Source: an optimization exercise on an open RTL-to-GDS flow (aim: small area, a short achievable clock period and few clock cycles). Production flows keep margins and buffers that such runs may drop.
Only simulation tests tie the RTL to the original design; equivalence was not proved.

### design/flow/design.v
module mont_step #(
    parameter K = 2,
    parameter W = 34
) (
    input  [W-1:0] s,
    input  [W-1:0] c,
    input  [K-1:0] a,
    input  [32:0]  b,
    input  [31:0]  n,
    output [W-1:0] s_o,
    output [W-1:0] c_o
);
    wire [W-1:0] ss [0:K];
    wire [W-1:0] cc [0:K];
    assign ss[0] = s;
    assign cc[0] = c;
    genvar k;
    generate
        for (k = 0; k < K; k = k + 1) begin : g_it
            wire [W-1:0] pp = a[k] ? {{(W-33){1'b0}}, b} : {W{1'b0}};
            wire         q  = ss[k][0] ^ cc[k][0] ^ pp[0];
            wire [W-1:0] qn = q ? {{(W-32){1'b0}}, n} : {W{1'b0}};
            wire [W-1:0] s1 = ss[k] ^ cc[k] ^ pp;
            wire [W:0]   c1 = {(ss[k] & cc[k]) | (ss[k] & pp) | (cc[k] & pp), 1'b0};
            wire [W:0]   s1x = {1'b0, s1};
            wire [W:0]   qnx = {1'b0, qn};
            wire [W:0]   s2 = s1x ^ c1 ^ qnx;
            wire [W:0]   c2 = (s1x & c1) | (s1x & qnx) | (c1 & qnx);
            assign ss[k+1] = s2[W:1];
            assign cc[k+1] = c2[W-1:0];
        end
    endgenerate
    assign s_o = ss[K];
    assign c_o = cc[K];
endmodule
`timescale 1ns / 1ps
module is_prime
#(
    parameter WIDTH = 32
) (
    input clk,
    input rst_n,
    input valid_i,
    output ready_i,
    input [WIDTH-1:0] number,
    output reg result,
    output valid_o,
    input ready_o
);
    localparam K  = 2;           
    localparam NC = 17;          
    localparam M  = K * NC;      
    localparam W  = 34;          
    localparam [2:0] ST_IDLE  = 3'd0,
                     ST_CLASS = 3'd1,
                     ST_SETUP = 3'd2,
                     ST_EXP   = 3'd3,
                     ST_MUL   = 3'd4,
                     ST_CONV  = 3'd5,
                     ST_DBL   = 3'd6,
                     ST_DONE  = 3'd7;
    localparam [1:0] OP_SQR  = 2'd0,     
                     OP_MULA = 2'd1,     
                     OP_CHK  = 2'd2,     
                     OP_SQRC = 2'd3;     
    reg [2:0]   state;
    reg [1:0]   op;
    reg [31:0]  n;
    reg [32:0]  x;           
    reg [32:0]  ar;          
    reg [W-1:0] sr, cr;      
    reg [K-1:0] ab;          
    reg [5:0]   cnt;
    reg [4:0]   e;           
    reg [1:0]   base;        
    reg [1:0]   r3;
    reg [2:0]   r5, r7;
    reg [3:0]   r11, r13;
    reg [4:0]   r17, r19, r23;
    assign ready_i = (state == ST_IDLE);
    assign valid_o = (state == ST_DONE);
    wire nbit = n[e];
    reg [4:0] top;           
    reg [4:0] spos;          
    integer i;
    always @(*) begin
        top = 5'd0;
        for (i = 0; i < 32; i = i + 1)
            if (n[i]) top = i[4:0];
        spos = 5'd0;
        for (i = 31; i >= 1; i = i - 1)
            if (n[i]) spos = i[4:0];
    end
    wire at_s = (e == spos);
    wire any_zero = (r3 == 0) | (r5 == 0) | (r7 == 0) | (r11 == 0) |
                    (r13 == 0) | (r17 == 0) | (r19 == 0) | (r23 == 0);
    wire small_n = (n[31:9] == 0);
    reg  small_prime;
    always @(*) begin
        case (n[4:0])
            5'd3, 5'd5, 5'd7, 5'd11, 5'd13, 5'd17, 5'd19, 5'd23: small_prime = (n[31:5] == 0);
            default: small_prime = 1'b0;
        endcase
    end
    wire [32:0]  bop   = (op == OP_MULA) ? ar : (op == OP_CHK) ? 33'd1 : x;
    wire [K-1:0] abits = (cnt == 0) ? x[K-1:0] : ab;
    wire [W-1:0] s_nx, c_nx;
    mont_step #(.K(K), .W(W)) u_step (
        .s(sr), .c(cr), .a(abits), .b(bop), .n(n), .s_o(s_nx), .c_o(c_nx)
    );
    wire [K-1:0] ab_nx = ({{(K*NC+K){1'b0}}, x} >> (K * (cnt + 1)));
    wire        conv = (state == ST_CONV);
    wire [34:0] ca   = {1'b0, sr} | (conv ? 35'd0 : {1'b0, x, 1'b0});
    wire [34:0] cb   = {1'b0, cr} | (conv ? 35'd0 : {2'b11, ~n, 1'b1});
    wire [34:0] sum  = ca + cb + {34'd0, ~conv};
    wire [32:0] dsel = sum[34] ? {x[31:0], 1'b0} : sum[32:0];
    wire [32:0] y = sum[32:0];
    wire chk_pass = (y == {1'b0, n[31:1], 1'b0}) | (at_s & (y == 33'd1));
    reg [32:0] cbase;
    always @(*) begin
        case (base)
            2'd0: cbase = 33'd7;
            default: cbase = 33'd61;
        endcase
    end
    reg [2:0] st_n;
    reg [1:0] op_n;
    reg [4:0] e_n;
    reg [1:0] base_n;
    reg [5:0] cnt_n;
    reg       res_n;
    reg       setup_start;     
    always @(*) begin
        st_n = state; op_n = op; e_n = e; base_n = base; cnt_n = cnt + 1;
        res_n = result; setup_start = 1'b0;
        case (state)
            ST_IDLE: begin
                if (valid_i) st_n = ST_CLASS;
            end
            ST_CLASS: begin
                if (!n[0] || n[31:1] == 0) begin
                    res_n = (n == 32'd2);
                    st_n  = ST_DONE;
                end else begin
                    base_n = 2'd0;
                    setup_start = 1'b1;
                end
            end
            ST_SETUP: begin
                e_n = e - 1;
                if (cnt == M - 1) begin
                    if (base == 0 && small_n) begin
                        res_n = !any_zero | small_prime;
                        st_n  = ST_DONE;
                    end else if (base == 0 && any_zero) begin
                        res_n = 1'b0;
                        st_n  = ST_DONE;
                    end else begin
                        e_n  = top;
                        st_n = ST_EXP;
                    end
                end
            end
            ST_EXP, ST_DBL: begin
                cnt_n = 0;
                st_n  = ST_MUL;
                if (at_s) op_n = OP_CHK;
                else begin op_n = OP_SQR; e_n = e - 1; end
            end
            ST_MUL: begin
                if (cnt == NC - 1) st_n = ST_CONV;
            end
            ST_CONV: begin
                cnt_n = 0;
                st_n  = ST_MUL;
                case (op)
                    OP_SQR: begin
                        if (nbit) begin
                            if (base == 0) st_n = ST_DBL;
                            else op_n = OP_MULA;
                        end else if (at_s) op_n = OP_CHK;
                        else begin op_n = OP_SQR; e_n = e - 1; end
                    end
                    OP_MULA: begin
                        if (at_s) op_n = OP_CHK;
                        else begin op_n = OP_SQR; e_n = e - 1; end
                    end
                    OP_SQRC: op_n = OP_CHK;
                    default: begin  
                        if (chk_pass) begin
                            if (base == 2) begin
                                res_n = 1'b1;
                                st_n  = ST_DONE;
                            end else begin
                                base_n = base + 1;
                                setup_start = 1'b1;
                            end
                        end else if (e == 1) begin
                            res_n = 1'b0;
                            st_n  = ST_DONE;
                        end else begin
                            op_n = OP_SQRC;
                            e_n  = e - 1;
                        end
                    end
                endcase
            end
            ST_DONE: begin
                if (ready_o) st_n = ST_IDLE;
            end
            default: st_n = ST_IDLE;
        endcase
        if (setup_start) begin
            st_n  = ST_SETUP;
            cnt_n = 0;
            e_n   = 5'd31;
        end
    end
    always @(posedge clk, negedge rst_n) begin
        if (!rst_n) begin
            state  <= ST_IDLE;
            result <= 1'b0;
        end else begin
            state  <= st_n;
            result <= res_n;
        end
    end
    always @(posedge clk) begin
        op   <= op_n;
        e    <= e_n;
        base <= base_n;
        cnt  <= cnt_n;
        if (state == ST_IDLE && valid_i)
            n <= number;
        sr <= (state == ST_MUL) ? s_nx : {W{1'b0}};
        cr <= (state == ST_MUL) ? c_nx : {W{1'b0}};
        ab <= ab_nx;
        if (setup_start)
            x <= (state == ST_CLASS) ? 33'd2 : cbase;
        else if (state == ST_SETUP || state == ST_DBL)
            x <= dsel;
        else if (state == ST_CONV && op != OP_CHK)
            x <= y;
        if (state == ST_SETUP && cnt == M - 1)
            ar <= dsel;
        if (setup_start) begin
            r3 <= 0; r5 <= 0; r7 <= 0; r11 <= 0; r13 <= 0; r17 <= 0; r19 <= 0; r23 <= 0;
        end else if (state == ST_SETUP && cnt < 32) begin
            r3  <= rmod3 ({r3,  nbit});
            r5  <= rmod5 ({r5,  nbit});
            r7  <= rmod7 ({r7,  nbit});
            r11 <= rmod11({r11, nbit});
            r13 <= rmod13({r13, nbit});
            r17 <= rmod17({r17, nbit});
            r19 <= rmod19({r19, nbit});
            r23 <= rmod23({r23, nbit});
        end
    end
    function [1:0] rmod3(input [2:0] t);  rmod3  = (t >= 3)  ? t - 3  : t; endfunction
    function [2:0] rmod5(input [3:0] t);  rmod5  = (t >= 5)  ? t - 5  : t; endfunction
    function [2:0] rmod7(input [3:0] t);  rmod7  = (t >= 7)  ? t - 7  : t; endfunction
    function [3:0] rmod11(input [4:0] t); rmod11 = (t >= 11) ? t - 11 : t; endfunction
    function [3:0] rmod13(input [4:0] t); rmod13 = (t >= 13) ? t - 13 : t; endfunction
    function [4:0] rmod17(input [5:0] t); rmod17 = (t >= 17) ? t - 17 : t; endfunction
    function [4:0] rmod19(input [5:0] t); rmod19 = (t >= 19) ? t - 19 : t; endfunction
    function [4:0] rmod23(input [5:0] t); rmod23 = (t >= 23) ? t - 23 : t; endfunction
endmodule
### design/flow/run.sh
#!/bin/bash
# synth_recipe.tcl (not shown) runs the flow's synth.tcl, then flattens the netlist and writes it again
# the make line also repeats each setting of config.mk as NAME=value (left out here)
make -C /OpenROAD-flow-scripts/flow DESIGN_CONFIG=/design/flow/config.mk WORK_HOME=/design/flow/orfs CLKGATE_MAP_FILE= SYNTH_SCRIPT=/design/flow/synth_recipe.tcl finish
### design/flow/config.mk
export PLATFORM = sky130hd
export DESIGN_NAME = is_prime
export DESIGN_NICKNAME = is_prime
export VERILOG_FILES = /design/flow/design.v
export SDC_FILE = /design/flow/constraint.sdc
export NUM_CORES = 4
export LEC_CHECK = 0
export CAP_MARGIN = 20
export CORE_MARGIN = 2
export CORE_UTILIZATION = 40
export SLEW_MARGIN = 20
### design/flow/constraint.sdc
create_clock -name core_clock -period 5.0 [get_ports {clk}]
set_input_delay 1.0000 -clock core_clock [delete_from_list [all_inputs] [get_ports {clk}]]
set_output_delay 1.0000 -clock core_clock [all_outputs]
set_load 0.01 [all_outputs]
==> impl_results.md <==
* Half-perimeter wire length after detailed placement at 57050 um
* Cell area after synthesis at around 0.019 mm2
* Reg clk slew, reported paths at around 60 ps
* Area leader, netlist: edfxtp_1
* P&R area growth vs syn at 30.67%
* Fin nets at about 2800
* Syn nets at between 2000 and 2500
* Fin Hold WS at 477.2 ps
* # hold bufs at CTS at 0
* Global-route wire length before repair at around 110000 um
* Clock network latency to the later pin of the worst-skew pair at ~600 ps
* Clk buf depth at 3
* Relative slew slack at 0.4338
* Fin util at 0.5271
* GP Congestion at roughly 1
* Port bufs at 38
* Starting Density at 0.4034
* Hold crit path type: reg -> reg
* DR pass1 iterations at 5
* Final worst path period share at 1.066
* Vias in the first global route at about 19000
* FFs w/ async S/R, synth at 0.01835
* Final Instance Area at 0.02506 mm2
* Startpoint types: flip-flop
* Wirelength per Cell at 22.96 um
* Distinct cells, synth at 97
* Clock sinks at about 220
* Minimum clock period at between 5000 and 6000 ps
* Delay-heaviest family, CP: simple AND/OR/NAND/NOR gates
* Total CTS buffers at 28
* Share of the synthesized area in the top cell type at 0.1597
* Post-synth EDFFs at approximately 100
* Core Rows at 80
* Syn_area_per_cell at 8.706 um2
* I/O pins at 39
* Most frequent cells after synthesis: 239 x nor2_1, 201 x nand2_1, 183 x inv_1
* Max incr delay on CP at between 500 and 600 ps
* Antenna violations before repair at 1
* Setup violations, final at 113
* CP max-delay cell: or4_4
* CTS tree: yes
* DRT iter0 DRCs at 1537
* Filler instances at about 4300
* DIE AREA at slightly below 0.05 mm2
* Core ar. at between 0.04 and 0.05 mm2
* Top cells by area, synth: edfxtp_1 16%, fa_1 14%, dfxtp_1 12%
* Number of max-slew violations in the final report at 0
* CP Capture Type: flip-flop
* Pin count of the biggest net entering global routing at 47
* Ys Warns at 2
* Final wirelength at about 73000 um
* DIE HEIGHT at 223.0 um
* ANT cells at 0
* Sequential area share after synthesis at 0.2818
* Width of the die at ~220 um
* Required @ worst endpoint at approximately 5300 ps
* CP Cell Sequence: nand2_4 -> nor2_4 -> inv_4 -> buf_12 -> fa_2 -> inv_2 -> fa_2 -> xnor2_2 -> a2111oi_4 -> buf_4 -> nand4_1 -> a2111oi_4 -> buf_4 -> o2111ai_4 -> or4_4 -> o41ai_4 -> o311ai_4 -> and2_4 -> clkinv_4 -> or3_4 -> buf_6 -> buf_12
* Post-synth top flop: dfxtp_1
* Pre-CTS WS at -824.7 ps
* Via count at approximately 18000
* Share of cells above drive strength 1 at 0.2489
* WP buf/inv at 8
* Synth Register Bits at 218
* Worst-case clock skew at around 42 ps
* Final hold viol count at 0
* Data arrival time of the worst path at about 5700 ps
* Layout check faults: setup timing
* Max Freq at 0.1875 GHz
* PnR worst setup slack at -332.3 ps
* Post-route ant nets at 0
* Root Driver: clkbuf_16
* Layout Cells excl Fill at 3198
* Status: failed layout checks
* Cells after Synth at between 2000 and 2500
* Routed vias/inst at 5.735
* Tot GR Track Use at 0.2956
* Drt drc at 0
* GRT overflow at 0
* Placed insts at between 3000 and 4000
* RSZ-0062 raised after global routing: true
* Worst Setup Path Type: reg -> reg
* Worst-path maximum fanout at 7
* Htree depth at 1
* Max-cap violations at 0
* Slew @ Worst Pin at between 800 and 900 ps
* Most numerous cell in the Yosys netlist: nor2_1
* DP Area at about 0.023 mm2
## cell usage in the layout, fill, tap and decap left out, types with 16 or more instances in the layout
master | netlist | routed
o21ai_0 | 81 | 69
clkbuf_16 | 0 | 30
nor3_1 | 43 | 36
and2_1 | 81 | 79
o21bai_1 | 21 | 18
edfxtp_1 | 102 | 102
nand2_1 | 201 | 195
ha_1 | 57 | 41
dfxtp_1 | 112 | 112
mux4_2 | 18 | 18
a21oi_2 | 0 | 16
mux2i_1 | 66 | 64
a21o_1 | 72 | 71
nand4_1 | 23 | 23
fa_1 | 131 | 129
nor4_1 | 28 | 23
a21oi_1 | 132 | 112
buf_4 | 1 | 402
clkdlybuf4s50_1 | 0 | 38
inv_1 | 183 | 181
nand3_1 | 48 | 44
nor2b_1 | 35 | 34
a211oi_1 | 46 | 40
o211ai_1 | 17 | 17
xnor2_1 | 53 | 48
nor2_1 | 239 | 234
nand2b_1 | 16 | 16
## what timing repair did
item / CTS / global route
pin swaps: 20 / 30
cloned: 4 / 1
setup buffers: 18 / 13
resized for setup: 93 / 71
endpoints found under the setup margin: 116 / 115
## worst paths after layout
check / to / slack [ps] / cells past startpoint / from
max: x[27] / -330 / 22 / state[2]
min: r23[4] / 480 / 2 / r23[4]
max reg2reg: x[27] / -330 / 22 / state[2]
min reg2reg: r23[4] / 480 / 2 / r23[4]
max in group asynchronous: state[1] / 4140 / 1 / rst_n
min in group asynchronous: result / 640 / 1 / rst_n
## state kept, by name, summed over array words and instances, names as in the netlist, 6 cells and up
| name | count |
|---|---|
| cr | 34 |
| x | 33 |
| ar | 33 |
| cnt | 6 |
| sr | 34 |
| n | 32 |
## per-layer routing
| layer | GRT usage | vias to the layer above | share of wire |
|---|---|---|---|
| met1 | 0.3887 | 9037 | 0.43 |
| met3 | 0.04451 | 168 | 0.064 |
| li1 | - | 8429 | - |
| met5 | 0 | - | 0 |
| met4 | 0.1314 | 0 | 0.049 |
| met2 | 0.4831 | 708 | 0.46 |
## through the flow
| stage | setup TNS, ps |
|---|---|
| after floorplan | -17020 |
| after global placement | -103470 |
| after detailed placement | -82480 |
| final | -19180 |
| after CTS | -13550 |
| after global routing | -36550 |
## tightest hold or removal path, cell delays in order, from the launching register on
cell and delay [ps]:
dfxtp_1 320, nand2_1 70, a21oi_2 40
## logic make-up after synthesis
kind of cell               share of synthesized area
and+or+nand+nor                               0.2039
AOI/OAI and AO/OA                             0.1799
buffers and inverters                        0.06719
DFF                                           0.2818
adders and majority gates                     0.1739
muxes                                        0.05675
xor gates and xnor gates                     0.03653
## area by class of cell
type / count / area, um2 / share of cell area
clock inverter: 8 / 96.34 / 0.003844
clock buffer: 44 / 812.0 / 0.03240
multi-input combinational: 1660 / 13430 / 0.5358
inverter: 187 / 709.4 / 0.02831
tap: 615 / 769.5 / 0.03070
timing repair buffer: 466 / 3842 / 0.1533
sequential: 218 / 5405 / 0.2157
Testbench counts, summed over its fixed seeds: cycles 39,338.

[what the ideal ports hide]
The results above use ideal ports. As a check the final layout listed here was re-extracted and re-timed, cells and wires unchanged.
Step 1 assumes that a clkbuf_16 drives the clock port and a buf_2 every other input.
Step 2 also shifts input and output timing later by t, the mid clock arrival at the registers, as if the neighbouring blocks saw the same clock.
Slacks: no drivers / after step 1 / after step 2; pairs: no drivers / after step 1.
t (ns): 0.643
setup slack, ns: -0.332 / -0.332 / -0.332
hold WS [ns]: 0.477 / 0.477 / 0.477
slew at the worst register clock pin (ns): 0.06 / 0.06
For this run, drivers alone change the setup slack by 0.000 ns; drivers and shift together by 0.000 ns.
